This design comes from an exercise in tuning for small area on the open sky130 flow, not from production work.
In this exercise RTL edits were held to simulation tests only and were not proved equivalent to the original.

== job 8265 ==
==> flow/design.v (excerpt) <==
module Top(
	input i_clk,
	input i_rst,
	input i_start,
	input [31:0] i_init,
	output [3:0] o_random_out,
	output o_idle
);
  localparam M = 20;
  logic [31:0] s;
  logic        c;
  logic        raw;
  logic        idle;
  logic [8:0]  r;
  logic [5:0]  q;
  logic [3:0]  show;
  assign o_random_out = show;
  assign o_idle = idle;
  wire [31:0] ns = ~s;
  wire        nc = ~c;
  wire        hi_ones = &s[30:M];
  wire        a = s[31] ^ (c & hi_ones);
  wire        ones = (&s[M-1:1]) & (&s[30:M+1]) & (s[M] ^ c);
  wire        corner = ones & (s[0] | a);
  wire        e1  = a & ~raw;
  wire        ne1 = ~e1;
  wire        t31 = raw ? s[31] : (c & hi_ones);
  wire [31:0] prod;
  wire        prod_c;
  wire ys1 = ~(ns[0] ^ e1);
  wire yc2 = ns[0] | e1;
  wire ys3 = ns[1] ^ e1 ^ yc2;
  wire yc4 = (ns[1] & e1) | (yc2 & (ns[1] ^ e1));
  wire ys5 = ns[2] ^ e1 ^ yc4;
  wire yc6 = (ns[2] & e1) | (yc4 & (ns[2] ^ e1));
  wire ys7 = s[0] ^ ns[3] ^ yc6;
  wire yc8 = (s[0] & ns[3]) | (yc6 & (s[0] ^ ns[3]));
  wire ys9 = s[1] ^ ns[4] ^ yc8;
  wire yc10 = (s[1] & ns[4]) | (yc8 & (s[1] ^ ns[4]));
  wire ys11 = s[2] ^ ns[5] ^ yc10;
  wire yc12 = (s[2] & ns[5]) | (yc10 & (s[2] ^ ns[5]));
  wire ys13 = s[3] ^ ns[6];
  wire yc14 = s[3] & ns[6];
  wire ys15 = s[4] ^ ns[7] ^ yc14;
  wire yc16 = (s[4] & ns[7]) | (yc14 & (s[4] ^ ns[7]));
  wire ys17 = s[5] ^ ns[8] ^ yc16;
  wire yc18 = (s[5] & ns[8]) | (yc16 & (s[5] ^ ns[8]));
  wire ys19 = s[6] ^ ns[9] ^ yc18;
  wire yc20 = (s[6] & ns[9]) | (yc18 & (s[6] ^ ns[9]));
  wire ys21 = s[7] ^ ns[10] ^ yc20;
  wire yc22 = (s[7] & ns[10]) | (yc20 & (s[7] ^ ns[10]));
  wire ys23 = s[8] ^ ns[11] ^ yc22;
  wire yc24 = (s[8] & ns[11]) | (yc22 & (s[8] ^ ns[11]));
  wire ys25 = s[9] ^ ns[12] ^ yc24;
  wire yc26 = (s[9] & ns[12]) | (yc24 & (s[9] ^ ns[12]));
  wire ys27 = s[10] ^ ns[13];
  wire yc28 = s[10] & ns[13];
  wire ys29 = s[11] ^ ns[14] ^ yc28;
  wire yc30 = (s[11] & ns[14]) | (yc28 & (s[11] ^ ns[14]));
  wire ys31 = s[12] ^ ns[15] ^ yc30;
  wire yc32 = (s[12] & ns[15]) | (yc30 & (s[12] ^ ns[15]));
  wire ys33 = s[13] ^ ns[16] ^ yc32;
  wire yc34 = (s[13] & ns[16]) | (yc32 & (s[13] ^ ns[16]));
  wire ys35 = s[14] ^ ns[17] ^ yc34;
  wire yc36 = (s[14] & ns[17]) | (yc34 & (s[14] ^ ns[17]));
  wire ys37 = s[15] ^ ns[18] ^ yc36;
  wire yc38 = (s[15] & ns[18]) | (yc36 & (s[15] ^ ns[18]));
  wire ys39 = s[16] ^ ns[19] ^ yc38;
  ...
For scale: ~350 cells after synthesis, ~4500 um^2 of cells after synthesis.
clock: 12.0 ns
lec_check: 0
cap_margin: 20
core_margin: 2
core_utilization: 40
gpl_timing_driven: 0
slew_margin: 20
standard.sh (not shown) runs the stock make flow with config.mk's settings and CLKGATE_MAP_FILE= SYNTH_SCRIPT=/design/flow/synth_recipe.tcl, a recipe that flattens the netlist after the stock synthesis.
==> flow/flow/run.sh <==
#!/bin/bash
# Layout flow: the standard synthesis, then a netlist pass (flow/fixinv.py)
# that sets cells to their smallest drive strength and removes inverters
# around full adders (function unchanged, registers untouched), then the
# standard ORFS flow with minimum-size port buffers and a clock tree
# without dummy balancing loads; the buffers ABC inserted are removed at
# floorplan (the repair steps add buffers where needed).
set -euo pipefail
R=orfs/results/${FLOW_PLATFORM}/Top/base
LIB=${FLOW_HOME}/platforms/${FLOW_PLATFORM}/lib/sky130_fd_sc_hd__tt_025C_1v80.lib
bash standard.sh synth > synth_make.log 2>&1
python3 flow/fixinv.py "$R/1_2_yosys.v" "$R/1_2_yosys.fixinv.v" --downsize "$LIB" > fixinv.log 2>&1
cp "$R/1_2_yosys.v" "$R/1_2_yosys.orig.v"
cp "$R/1_2_yosys.fixinv.v" "$R/1_2_yosys.v"
rm -f "$R/1_synth.odb" "$R/1_synth.sdc"
export BUFFER_PORTS_ARGS="-buffer_cell sky130_fd_sc_hd__buf_1"
export REMOVE_ABC_BUFFERS=1
export CTS_ARGS="-sink_clustering_enable -sink_clustering_size 30 -sink_clustering_max_diameter 300 -repair_clock_nets -dont_use_dummy_load -buf_list sky130_fd_sc_hd__clkbuf_8"
bash standard.sh finish > layout_make.log 2>&1
Other scripts of this flow, unchanged in this note and not shown: flow/flow/fixinv.py
--- input diff job 8265..job 5273 ---
-- flow/flow/run.sh --
<<< job 8265, line 16
export BUFFER_PORTS_ARGS="-buffer_cell sky130_fd_sc_hd__buf_1"
export REMOVE_ABC_BUFFERS=1
export CTS_ARGS="-sink_clustering_enable -sink_clustering_size 30 -sink_clustering_max_diameter 300 -repair_clock_nets -dont_use_dummy_load -buf_list sky130_fd_sc_hd__clkbuf_8"
bash standard.sh finish > layout_make.log 2>&1
>>> job 5273, line 16
export BUFFER_PORTS_ARGS="-buffer_cell sky130_fd_sc_hd__buf_1"
export REMOVE_ABC_BUFFERS=1
export CTS_ARGS="-sink_clustering_enable -repair_clock_nets -dont_use_dummy_load -buf_list sky130_fd_sc_hd__clkbuf_8"
bash standard.sh finish > layout_make.log 2>&1
Findings:
As far as die area goes, job 8265 and job 5273 are indistinguishable; the numbers are identical.
Between job 5273 and job 8265, the difference in standard-cell row count is negligible.
Job 5273 -> job 8265: global-route wire length before repair delta 0, exact match
Job 8265 -> job 5273: met3 wirelength from detailed routing delta 0, exact match
In terms of setup slack of the critical path after layout, job 5273 and job 8265 differ only marginally.
Reported for job 5273 and job 8265, routed wire length turned out identical to the last digit.
As far as final cell area excluding filler cells goes, job 8265 and job 5273 are indistinguishable; the numbers are identical.
Post-CTS repair timing setup buffer count essentially unchanged between job 8265 and job 5273.
As far as total global-route track usage goes, job 8265 and job 5273 are indistinguishable; the numbers are identical.
For job 6752, these inputs were changed with respect to job 5273:
==> flow/flow/run.sh <==
#!/bin/bash
# Layout flow: the standard synthesis, then a netlist pass (flow/fixinv.py)
# that sets cells to their smallest drive strength and removes inverters
# around full adders (function unchanged, registers untouched), then the
# standard ORFS flow with minimum-size port buffers and a clock tree
# without dummy balancing loads.
set -euo pipefail
R=orfs/results/${FLOW_PLATFORM}/Top/base
LIB=${FLOW_HOME}/platforms/${FLOW_PLATFORM}/lib/sky130_fd_sc_hd__tt_025C_1v80.lib
bash standard.sh synth > synth_make.log 2>&1
python3 flow/fixinv.py "$R/1_2_yosys.v" "$R/1_2_yosys.fixinv.v" --downsize "$LIB" > fixinv.log 2>&1
cp "$R/1_2_yosys.v" "$R/1_2_yosys.orig.v"
cp "$R/1_2_yosys.fixinv.v" "$R/1_2_yosys.v"
rm -f "$R/1_synth.odb" "$R/1_synth.sdc"
export BUFFER_PORTS_ARGS="-buffer_cell sky130_fd_sc_hd__buf_1"
export CTS_ARGS="-sink_clustering_enable -sink_clustering_size 20 -sink_clustering_max_diameter 100 -repair_clock_nets -dont_use_dummy_load -buf_list sky130_fd_sc_hd__clkbuf_8"
bash standard.sh finish > layout_make.log 2>&1
Results
Job 6752 -> job 5273: clock buffer instance count of the final layout delta 0, exact match
The higher fraction of area in non-clock buffers came out of job 6752.
[compare] base=job 5273 new=job 6752: register-to-register slack saw a decrease, routed metal-1 wire length up about 4.7%.
Setup slack for job 6752: 0.038 ns down relative to job 5273
Delta (job 6752 minus job 5273): sequential share of layout area did not really move, met1 usage in global routing went up, post-route cell area did not really move.

* * *

Setup of main:
Starting RTL as in the previous note.
Settings: LEC_CHECK=0, CAP_MARGIN=20, CORE_MARGIN=2, CORE_UTILIZATION=40, GPL_TIMING_DRIVEN=0, SLEW_MARGIN=20; clock period 12.0 ns.
==> flow/flow/run.sh <==
#!/bin/bash
# Layout flow: the standard synthesis, then a netlist pass (flow/fixinv.py)
# that sets cells to their smallest drive strength and removes inverters
# around full adders (function unchanged, registers untouched), then the
# standard ORFS flow with minimum-size port buffers and a clock tree
# without dummy balancing loads; the buffers ABC inserted are removed at
# floorplan (the repair steps add buffers where needed).
set -euo pipefail
R=orfs/results/${FLOW_PLATFORM}/Top/base
LIB=${FLOW_HOME}/platforms/${FLOW_PLATFORM}/lib/sky130_fd_sc_hd__tt_025C_1v80.lib
bash standard.sh synth > synth_make.log 2>&1
python3 flow/fixinv.py "$R/1_2_yosys.v" "$R/1_2_yosys.fixinv.v" --downsize "$LIB" > fixinv.log 2>&1
cp "$R/1_2_yosys.v" "$R/1_2_yosys.orig.v"
cp "$R/1_2_yosys.fixinv.v" "$R/1_2_yosys.v"
rm -f "$R/1_synth.odb" "$R/1_synth.sdc"
export BUFFER_PORTS_ARGS="-buffer_cell sky130_fd_sc_hd__buf_1"
export REMOVE_ABC_BUFFERS=1
export CTS_ARGS="-sink_clustering_enable -sink_clustering_size 60 -sink_clustering_max_diameter 500 -repair_clock_nets -dont_use_dummy_load -buf_list sky130_fd_sc_hd__clkbuf_16"
bash standard.sh finish > layout_make.log 2>&1
Other scripts of this flow, unchanged in this note and not shown: flow/flow/fixinv.py
diff inputs: main => the feature branch
diff --git a/flow/flow/run.sh b/flow/flow/run.sh
--- a/flow/flow/run.sh
+++ b/flow/flow/run.sh
@@ -4,6 +4,5 @@
 # around full adders (function unchanged, registers untouched), then the
 # standard ORFS flow with minimum-size port buffers and a clock tree
-# without dummy balancing loads; the buffers ABC inserted are removed at
-# floorplan (the repair steps add buffers where needed).
+# without dummy balancing loads.
 set -euo pipefail
 R=orfs/results/${FLOW_PLATFORM}/Top/base
@@ -15,5 +14,4 @@
 rm -f "$R/1_synth.odb" "$R/1_synth.sdc"
 export BUFFER_PORTS_ARGS="-buffer_cell sky130_fd_sc_hd__buf_1"
-export REMOVE_ABC_BUFFERS=1
-export CTS_ARGS="-sink_clustering_enable -sink_clustering_size 60 -sink_clustering_max_diameter 500 -repair_clock_nets -dont_use_dummy_load -buf_list sky130_fd_sc_hd__clkbuf_16"
+export CTS_ARGS="-sink_clustering_enable -repair_clock_nets -dont_use_dummy_load -buf_list sky130_fd_sc_hd__clkbuf_8"
 bash standard.sh finish > layout_make.log 2>&1
==> run notes <==
The mean routed wirelength per cell of the feature branch exceeds that of main by 1.3 microns.
Number of cells produced by synthesis: the feature branch vs main identical
Sort the feature branch and main by global-route usage over all layers asc -> top: main

* * *

red:
Top, a different RTL version from the one above (not shown whole).
Size: ~400 cells after synthesis.
==> flow/config.mk <==
export PLATFORM = sky130hd
export DESIGN_NAME = Top
export DESIGN_NICKNAME = Top
export VERILOG_FILES = /design/flow/design.v
export SDC_FILE = /design/flow/constraint.sdc
export NUM_CORES = 4
export LEC_CHECK = 0
export CAP_MARGIN = 20
export CORE_MARGIN = 2
export CORE_UTILIZATION = 40
export CTS_BUF_LIST = sky130_fd_sc_hd__clkbuf_8
export GPL_TIMING_DRIVEN = 0
export SLEW_MARGIN = 20
==> flow/constraint.sdc <==
create_clock -name core_clock -period 12.0 [get_ports {i_clk}]
set_input_delay 2.4000 -clock core_clock [delete_from_list [all_inputs] [get_ports {i_clk}]]
set_output_delay 2.4000 -clock core_clock [all_outputs]
set_load 0.01 [all_outputs]
==> flow/flow/run.sh <==
#!/bin/bash
# Layout flow: the standard synthesis, then a netlist pass that removes
# inverters around full adders (flow/fixinv.py, function unchanged, registers
# untouched), then the standard ORFS flow with minimum-size port buffers.
set -euo pipefail
R=orfs/results/${FLOW_PLATFORM}/Top/base
bash standard.sh synth > synth_make.log 2>&1
python3 flow/fixinv.py "$R/1_2_yosys.v" "$R/1_2_yosys.fixinv.v" > fixinv.log 2>&1
cp "$R/1_2_yosys.v" "$R/1_2_yosys.orig.v"
cp "$R/1_2_yosys.fixinv.v" "$R/1_2_yosys.v"
rm -f "$R/1_synth.odb" "$R/1_synth.sdc"
export BUFFER_PORTS_ARGS="-buffer_cell sky130_fd_sc_hd__buf_1"
bash standard.sh finish > layout_make.log 2>&1
==> flow/flow/fixinv.py <==
#!/usr/bin/env python3
"""Removes inverters around full adders in a Yosys netlist.

A full adder is self-dual: FA(~a, ~b, ~c) = (~sum, ~cout). Yosys's extract_fa
often builds adders whose inputs and outputs pass through inverters. This
script treats every inverter as a literal (net, phase), chooses for every
full adder whether to flip it (feed it complemented inputs, which
complements both outputs), and then re-inserts one inverter per net whose
complement is still needed. The netlist's function is unchanged; registers
and all other cells are kept as they are.

usage: fixinv.py in.v out.v
"""
import re, sys, random

OUTPINS = {"X", "Y", "Q", "Q_N", "SUM", "COUT", "HI", "LO"}
src = open(sys.argv[1]).read()
inst_re = re.compile(r"^(\s*)(sky130_fd_sc_hd__\w+)\s+(\S+)\s*\((.*?)\);\n", re.S | re.M)
pin_re = re.compile(r"\.(\w+)\(\s*(.*?)\s*\)(?=\s*[,)]|\s*$)", re.S)

insts = []
for m in inst_re.finditer(src):
    body = m.group(4)
    pins = [(p, n.strip()) for p, n in re.findall(r"\.(\w+)\(([^()]*)\)", body)]
    insts.append({"span": m.span(), "type": m.group(2), "name": m.group(3), "pins": pins})

def is_inv(t): return re.match(r"sky130_fd_sc_hd__(inv|clkinv)_\d+$", t) is not None
def is_fa(t): return re.match(r"sky130_fd_sc_hd__fa_\d+$", t) is not None

# literal of a net: follow inverter chains to a non-inverter driver
inv_of = {}            # inverter output net -> input net
for it in insts:
    if is_inv(it["type"]):
        d = dict(it["pins"]); inv_of[d["Y"]] = d["A"]
def lit(n):
    ph = 0
    seen = 0
    while n in inv_of:
        n = inv_of[n]; ph ^= 1; seen += 1
        if seen > 1000: raise SystemExit("inverter loop")
    return (n, ph)

fas = [it for it in insts if is_fa(it["type"])]
others = [it for it in insts if not is_inv(it["type"])]
fa_out = {}            # base net -> fa index (nets driven by FA outputs)
for i, it in enumerate(fas):
    for p, n in it["pins"]:
        if p in OUTPINS: fa_out[n] = i

# consumers: list of (inst, pin, literal); FA inputs depend on flip
# ports: output port nets must be driven with their literal
port_outs = []
hdr = src[:src.index(");") + 2]
m = re.search(r"module\s+\w+\s*\((.*?)\);", src, re.S)
outs_decl = re.findall(r"^\s*output\s+(\[\d+:\d+\])?\s*(\w+);", src, re.M)
out_nets = set()
for rng, name in outs_decl:
    if rng:
        a, b = map(int, rng[1:-1].split(":"))
        for k in range(min(a, b), max(a, b) + 1): out_nets.add(f"{name}[{k}]")
    else:
        out_nets.add(name)
# a net that is an output port and driven by an inverter: keep it as is
cons = []   # (kind, idx, pin, literal)
for i, it in enumerate(insts):
    if is_inv(it["type"]):
        d = dict(it["pins"])
        if d["Y"] in out_nets:
            cons.append(("port", i, "Y", lit(d["Y"])))
        continue
    for p, n in it["pins"]:
        if p in OUTPINS: continue
        cons.append(("fa" if is_fa(it["type"]) else "cell", i, p, lit(n)))

fa_index = {id(it): k for k, it in enumerate(fas)}
def phys_phase(base, flip):
    k = fa_out.get(base)
    return flip[k] if k is not None else 0

def needed(flip):
    need = set()
    for kind, i, p, (base, ph) in cons:
        req = ph
        if kind == "fa":
            req ^= flip[fa_index[id(insts[i])]]
        if req != phys_phase(base, flip):
            need.add(base)
    return need

flip = [0] * len(fas)
best = len(needed(flip))
start = best
random.seed(1)
improved = True
while improved:
    improved = False
    for k in range(len(fas)):
        flip[k] ^= 1
        c = len(needed(flip))
        if c < best:
            best = c; improved = True
        else:
            flip[k] ^= 1
# a few rounds of pair moves
for _ in range(3):
    improved = False
    for k in range(len(fas)):
        for l in range(k + 1, len(fas)):
            flip[k] ^= 1; flip[l] ^= 1
            c = len(needed(flip))
            if c < best:
                best = c; improved = True
            else:
                flip[k] ^= 1; flip[l] ^= 1
    if not improved: break

need = needed(flip)
def esc(n): return n + " " if n.startswith("\\") else n
invnet = {}
newwires = []
newinsts = []
for k, base in enumerate(sorted(need)):
    nn = f"fixinv_n{k}"
    invnet[base] = nn
    newwires.append(f"  wire {nn};\n")
    newinsts.append(f"  sky130_fd_sc_hd__inv_1 fixinv_i{k} (\n    .A({esc(base)}),\n    .Y({nn})\n  );\n")

def net_for(base, req, flip):
    if req == phys_phase(base, flip): return base
    return invnet[base]

# rewrite instances
out = []
pos = 0
ci = 0
cons_by = {}
for kind, i, p, l in cons:
    cons_by[(i, p)] = (kind, l)
for i, it in enumerate(insts):
    a, b = it["span"]
    out.append(src[pos:a]); pos = b
    if is_inv(it["type"]):
        d = dict(it["pins"])
        if d["Y"] in out_nets:
            base, ph = lit(d["Y"])
            n = net_for(base, ph, flip)
            # drive the port with a buffer-free inverter pair is avoided: use inverter of the literal's complement
            if n == base:
                # need: port = literal(base, ph) and base carries ph physically -> port must equal base
                out.append(f"  sky130_fd_sc_hd__buf_1 {it['name']} (\n    .A({esc(base)}),\n    .X({esc(d['Y'])})\n  );\n")
            else:
                out.append(f"  sky130_fd_sc_hd__inv_1 {it['name']} (\n    .A({esc(base)}),\n    .Y({esc(d['Y'])})\n  );\n")
        continue
    pins = []
    fl = flip[fa_index[id(it)]] if is_fa(it["type"]) else 0
    for p, n in it["pins"]:
        if p in OUTPINS:
            pins.append((p, n)); continue
        kind, (base, ph) = cons_by[(i, p)]
        pins.append((p, net_for(base, ph ^ fl, flip)))
    body = ",\n".join(f"    .{p}({esc(n)})" for p, n in pins)
    out.append(f"  {it['type']} {it['name']} (\n{body}\n  );\n")
out.append(src[pos:])
res = "".join(out)
# declare new wires after the last wire declaration, new cells before endmodule
idx = res.rfind("endmodule")
res = res[:idx] + "".join(newinsts) + res[idx:]
m = list(re.finditer(r"^\s*wire .*;\n", res, re.M))[-1]
res = res[:m.end()] + "".join(newwires) + res[m.end():]
open(sys.argv[2], "w").write(res)
ninv0 = sum(1 for it in insts if is_inv(it["type"]))
sys.stderr.write(f"fixinv: {len(fas)} full adders, {sum(flip)} flipped; inverters {ninv0} -> {len(need)}\n")
--- input diff red..green ---
==> flow/flow/run.sh <==
#!/bin/bash
# Layout flow: the standard synthesis, then a netlist pass (flow/fixinv.py)
# that sets cells to their smallest drive strength and removes inverters
# around full adders (function unchanged, registers untouched), then the
# standard ORFS flow with minimum-size port buffers and power recovery
# (downsizing of non-critical cells) after global routing.
set -euo pipefail
R=orfs/results/${FLOW_PLATFORM}/Top/base
LIB=${FLOW_HOME}/platforms/${FLOW_PLATFORM}/lib/sky130_fd_sc_hd__tt_025C_1v80.lib
bash standard.sh synth > synth_make.log 2>&1
python3 flow/fixinv.py "$R/1_2_yosys.v" "$R/1_2_yosys.fixinv.v" --downsize "$LIB" > fixinv.log 2>&1
cp "$R/1_2_yosys.v" "$R/1_2_yosys.orig.v"
cp "$R/1_2_yosys.fixinv.v" "$R/1_2_yosys.v"
rm -f "$R/1_synth.odb" "$R/1_synth.sdc"
export BUFFER_PORTS_ARGS="-buffer_cell sky130_fd_sc_hd__buf_1"
export RECOVER_POWER=100
bash standard.sh finish > layout_make.log 2>&1
-- flow/flow/fixinv.py --
<<< red, line 11

usage: fixinv.py in.v out.v
"""
>>> green, line 11

With --downsize LIB, every cell is first set to the smallest drive strength
of its family in the liberty file (the layout's repair steps size cells up
where timing or slew needs it).

usage: fixinv.py in.v out.v [--downsize LIB]
"""
<<< red, line 17
src = open(sys.argv[1]).read()
inst_re = re.compile(r"^(\s*)(sky130_fd_sc_hd__\w+)\s+(\S+)\s*\((.*?)\);\n", re.S | re.M)
>>> green, line 21
src = open(sys.argv[1]).read()
if "--downsize" in sys.argv:
    lib = open(sys.argv[sys.argv.index("--downsize") + 1]).read()
    area = {m.group(1): float(m.group(2)) for m in re.finditer(
        r'cell\s*\(\s*"?(sky130_fd_sc_hd__\w+)"?\s*\)\s*\{.*?area\s*:\s*([\d.]+)', lib, re.S)}
    fam = {}
    for c, a in area.items():
        mm = re.match(r"(.*)_(\d+)$", c)
        if mm: fam.setdefault(mm.group(1), []).append((a, 0 if mm.group(2) == "1" else 1, c))
    def small(c):
        mm = re.match(r"(.*)_(\d+)$", c)
        if not mm or mm.group(1) not in fam: return c
        return min(fam[mm.group(1)])[2]
    nd = [0]
    def rep(m):
        c = small(m.group(1))
        if c != m.group(1): nd[0] += 1
        return m.group(0).replace(m.group(1), c, 1)
    src = re.sub(r"^\s*(sky130_fd_sc_hd__\w+)\s", rep, src, flags=re.M)
    sys.stderr.write(f"fixinv: downsized {nd[0]} cells\n")
inst_re = re.compile(r"^(\s*)(sky130_fd_sc_hd__\w+)\s+(\S+)\s*\((.*?)\);\n", re.S | re.M)
Results
Of red and green, the run reporting the higher critical path depth was red.
green vs red: total number of vias down
red and green ended up with roughly the same maximum frequency.
Compared green vs red, and non-clock buffer instance count of the final layout is up in green.

-- separate check: timing with driven ports --
No port has a modelled driver above. Below, the same layouts with a new extraction and two added sets of constraints.
Step 1 (the two cells are an assumption about what drives the block):
set clk [get_ports {i_clk}]
set_driving_cell -lib_cell sky130_fd_sc_hd__clkbuf_16 $clk
set_driving_cell -lib_cell sky130_fd_sc_hd__buf_2 [delete_from_list [all_inputs] $clk]
Step 2 times the ports against the registers' clock, not the clock port: input delays grow and output delays shrink by t, the midpoint of the rising clock arrivals with the driver on.
Slacks: no drivers / after step 1 / after step 2; pairs: no drivers / after step 1.
run	t (ns)	slack for setup (ns)	latest minus earliest clock arrival (ns)
job 8265	0.337	2.278 / 2.278 / 2.278	0.018 / 0.018
job 5273	0.337	2.278 / 2.278 / 2.278	0.018 / 0.018
job 6752	0.342	2.240 / 2.240 / 2.240	0.032 / 0.031
main	0.328	2.284 / 2.284 / 2.284	0.018 / 0.018
the feature branch	0.342	2.240 / 2.240 / 2.240	0.032 / 0.031
red	0.362	0.415 / 0.415 / 0.415	0.012 / 0.012
green	0.372	0.447 / 0.447 / 0.447	0.010 / 0.010
After both steps every run listed still meets setup and hold.
